Source: an optimization exercise on an open RTL-to-GDS flow (aim: small area). Production flows keep margins and buffers that such runs may drop. Only simulation tests tie the RTL to the original design; equivalence was not proved.

## pepper
// fp_mult
module fp_mult (
    input  var logic        clk,
    input  var logic        rst,
    input  var logic        valid_i,
    input  var logic [31:0] num_a_i,
    input  var logic [31:0] num_b_i,
    output var logic [31:0] num_o,
    output var logic        valid_o
);
Size in the first run: ~1600 cells after synthesis, roughly 110 flip-flops, ~100 I/O pins, roughly 0.016 sq mm of cells after synthesis.
Settings: LEC_CHECK=0, CAP_MARGIN=20, CELL_PAD_IN_SITES_DETAIL_PLACEMENT=2, CELL_PAD_IN_SITES_GLOBAL_PLACEMENT=2, CORE_MARGIN=2, CORE_UTILIZATION=50, SLEW_MARGIN=20, SYNTH_HIERARCHICAL=1, BUFFER_PORTS_ARGS=-buffer_cell sky130_fd_sc_hd__buf_1, RECOVER_POWER=100; clock period 8.5 ns.
standard.sh (not shown) runs the stock make flow with config.mk's settings and CLKGATE_MAP_FILE= SYNTH_SCRIPT=/design/flow/synth_recipe.tcl, a recipe that flattens the netlist after the stock synthesis.
==> flow/flow/run.sh <==
#!/bin/bash
# The standard layout (standard.sh: its synthesis and the ORFS steps to
# finish), with two changes:
# - the buffers that buffer_ports puts on every input and output port are the
#   smallest buffer cell, sky130_fd_sc_hd__buf_1 (repair may still resize them);
# - after global routing, cells on paths with positive slack are downsized
#   (ORFS RECOVER_POWER).
set -e
echo 'export BUFFER_PORTS_ARGS = -buffer_cell sky130_fd_sc_hd__buf_1' >> config.mk
echo 'export RECOVER_POWER = 100' >> config.mk
bash standard.sh > standard.log 2>&1
Flow for pepper halted at clock tree synthesis, error code DPL-0033.
diff inputs: pepper => nickel
- CORE_UTILIZATION changed from 50 to 40
- RECOVER_POWER removed (was 100)
==> flow/flow/run.sh <==
#!/bin/bash
# The standard layout (standard.sh: its synthesis and the ORFS steps to
# finish), with one change: the buffers that buffer_ports puts on every input
# and output port are the smallest buffer cell, sky130_fd_sc_hd__buf_1,
# instead of the default choice. The repair steps may still resize them.
set -e
echo 'export BUFFER_PORTS_ARGS = -buffer_cell sky130_fd_sc_hd__buf_1' >> config.mk
bash standard.sh > standard.log 2>&1
[summary]
nickel went all the way through the flow, and no timing, DRC or antenna check failed.
As far as post-synthesis net count goes, pepper and nickel are indistinguishable; the numbers are identical.
Summary of nickel over pepper: share of synthesized area spent on multiplexers essentially unchanged, height of the die went up, maximum level of the CTS H-tree flat, post-placement cell count saw an increase.
nickel -> pepper: synthesized cell count delta 0, exact match
HPWL reported at the end of detailed placement is lower on nickel
| buffer depth of the longest clock path | nickel vs pepper | ≈ equal |
Starting density of the core: nickel < pepper
Number of buffers added for setup after CTS sits lower in nickel than in pepper.
As far as number of unique standard cell types used by synthesis goes, nickel and pepper are indistinguishable; the numbers are identical.
## Diff of input files: zinc against nickel
- BUFFER_PORTS_ARGS removed (was -buffer_cell sky130_fd_sc_hd__buf_1)
==> flow/run.sh (new file) <==
#!/bin/bash
# synth_recipe.tcl (not shown) runs the flow's synth.tcl, then flattens the netlist and writes it again
# the make line also repeats each setting of config.mk as NAME=value (left out here)
make -C /OpenROAD-flow-scripts/flow DESIGN_CONFIG=/design/flow/config.mk WORK_HOME=/design/flow/orfs CLKGATE_MAP_FILE= SYNTH_SCRIPT=/design/flow/synth_recipe.tcl finish
removed: flow/flow/run.sh
removed: flow/standard.sh
==> comparison <==
From nickel to zinc the numbers moved as follows: path length in cells of the critical path shows an increase of 6.7%; overall track demand over capacity in global routing shows an increase of 0.47 points.
Looking at zinc and nickel, the setup slack is a wash.
Post-route cell area was lower in the run labelled nickel.
zinc vs nickel on total half-perimeter wirelength after legalization and detailed placement: zinc is the higher one.
The routed wire length number comes out lower for nickel vs zinc.
Diff nickel -> zinc | non-clock buffer instance count of the final layout | decrease of about 0.5%


fp_mult again, from the RTL that the note above started with.
make LEC_CHECK=0 CAP_MARGIN=20 CELL_PAD_IN_SITES_DETAIL_PLACEMENT=2 CELL_PAD_IN_SITES_GLOBAL_PLACEMENT=2 CORE_MARGIN=2 CORE_UTILIZATION=40 CTS_BUF_LIST='sky130_fd_sc_hd__clkbuf_4 sky130_fd_sc_hd__clkbuf_8' SLEW_MARGIN=20 SYNTH_HIERARCHICAL=1 finish   # period 8.5 ns
run.sh (not shown) runs the stock make flow with config.mk's settings and CLKGATE_MAP_FILE= SYNTH_SCRIPT=/design/flow/synth_recipe.tcl, a recipe that flattens the netlist after the stock synthesis.
Stock flow here: none of the scripts above is used.
==> next run, changes <==
==> flow/flow/run.sh (new file) <==
#!/bin/bash
# The standard layout (standard.sh: its synthesis and the ORFS steps to
# finish), with two changes:
# - the buffers that buffer_ports puts on every input and output port are the
#   smallest buffer cell, sky130_fd_sc_hd__buf_1 (repair may still resize them);
# - after global routing, cells on paths with positive slack are downsized
#   (ORFS RECOVER_POWER).
set -e
echo 'export BUFFER_PORTS_ARGS = -buffer_cell sky130_fd_sc_hd__buf_1' >> config.mk
echo 'export RECOVER_POWER = 100' >> config.mk
bash standard.sh > standard.log 2>&1
==> flow/standard.sh (new file) <==
#!/bin/bash
# synth_recipe.tcl (not shown) runs the flow's synth.tcl, then flattens the netlist and writes it again
# the make line also repeats each setting of config.mk as NAME=value (left out here)
make -C /OpenROAD-flow-scripts/flow DESIGN_CONFIG=/design/flow/config.mk WORK_HOME=/design/flow/orfs CLKGATE_MAP_FILE= SYNTH_SCRIPT=/design/flow/synth_recipe.tcl "${@:-finish}"
Settings changed: BUFFER_PORTS_ARGS set to -buffer_cell sky130_fd_sc_hd__buf_1, CTS_BUF_LIST sky130_fd_sc_hd__clkbuf_4 sky130_fd_sc_hd__clkbuf_8 to unset, RECOVER_POWER set to 100.
removed: flow/run.sh
This time the run completed and failed the layout checks on max-capacitance violations, max-slew violations.
Register-to-register slack is better by 0.07 ns.
Clock-buffer cell count does not change.
Core utilization is lower by 1.3 points.
==> next run, changes <==
==> flow/flow/run.sh (replaced) <==
#!/bin/bash
# The standard layout (standard.sh: its synthesis and the ORFS steps to
# finish), with three changes:
# - the buffers that buffer_ports puts on every input and output port are the
#   smallest buffer cell, sky130_fd_sc_hd__buf_1 (repair may still resize them);
# - after global routing, cells on paths with positive slack are downsized
#   (ORFS RECOVER_POWER);
# - timing-driven global placement does not keep the buffers its repair
#   inserts (GPL_KEEP_OVERFLOW 0); the later repair steps add what is needed.
set -e
echo 'export BUFFER_PORTS_ARGS = -buffer_cell sky130_fd_sc_hd__buf_1' >> config.mk
echo 'export RECOVER_POWER = 100' >> config.mk
echo 'export GPL_KEEP_OVERFLOW = 0' >> config.mk
bash standard.sh > standard.log 2>&1
Settings changed: GPL_KEEP_OVERFLOW set to 0.
The changed run finished but fails on max-capacitance violations, max-slew violations.
Routed wire length drops by 1.2%.
Sequential share of layout area grows by 0.39 points.
Clock-buffer cell count rose by 1.
Non-clock buffer count went down by 76.
Fmax decreases by 2.7%.
Clock skew barely changes.
Cell count came out lower by 3.2%.
Die area is unchanged.
First-iteration DRC count came out higher by 6.3%.

==> re-timing with driven ports <==
How much do the figures lean on ideal ports? The routed layouts below were timed once more, with nothing changed but the port constraints. Step 1 assumes that a clkbuf_16 drives the clock port and a buf_2 every other input. Step 2 times the ports against the registers' clock, not the clock port: input delays grow and output delays shrink by t, the midpoint of the rising clock arrivals with the driver on. Slacks: ideal ports / drivers / drivers and shift; pairs: ideal ports / drivers.
| run | t, ns | slack for setup (ns) | latest minus earliest clock arrival (ns) | worst data-port slew with drivers (ns) | cell pins on the clock port's net |
|---|---|---|---|---|---|
| nickel | 0.425 | 0.481 / 0.481 / 0.481 | 0.018 / 0.018 | 0.06 | 1 |
| zinc | 0.425 | 0.482 / 0.482 / 0.482 | 0.012 / 0.011 | 0.07 | 1 |
| the first run of note 2 | 0.466 | 0.399 / 0.399 / 0.399 | 0.024 / 0.024 | 0.07 | 1 |
| the second run of note 2 | 0.423 | 0.464 / 0.464 / 0.464 | 0.017 / 0.017 | 0.06 | 1 |
| the third run of note 2 | 0.427 | 0.240 / 0.240 / 0.240 | 0.014 / 0.015 | 0.07 | 1 |
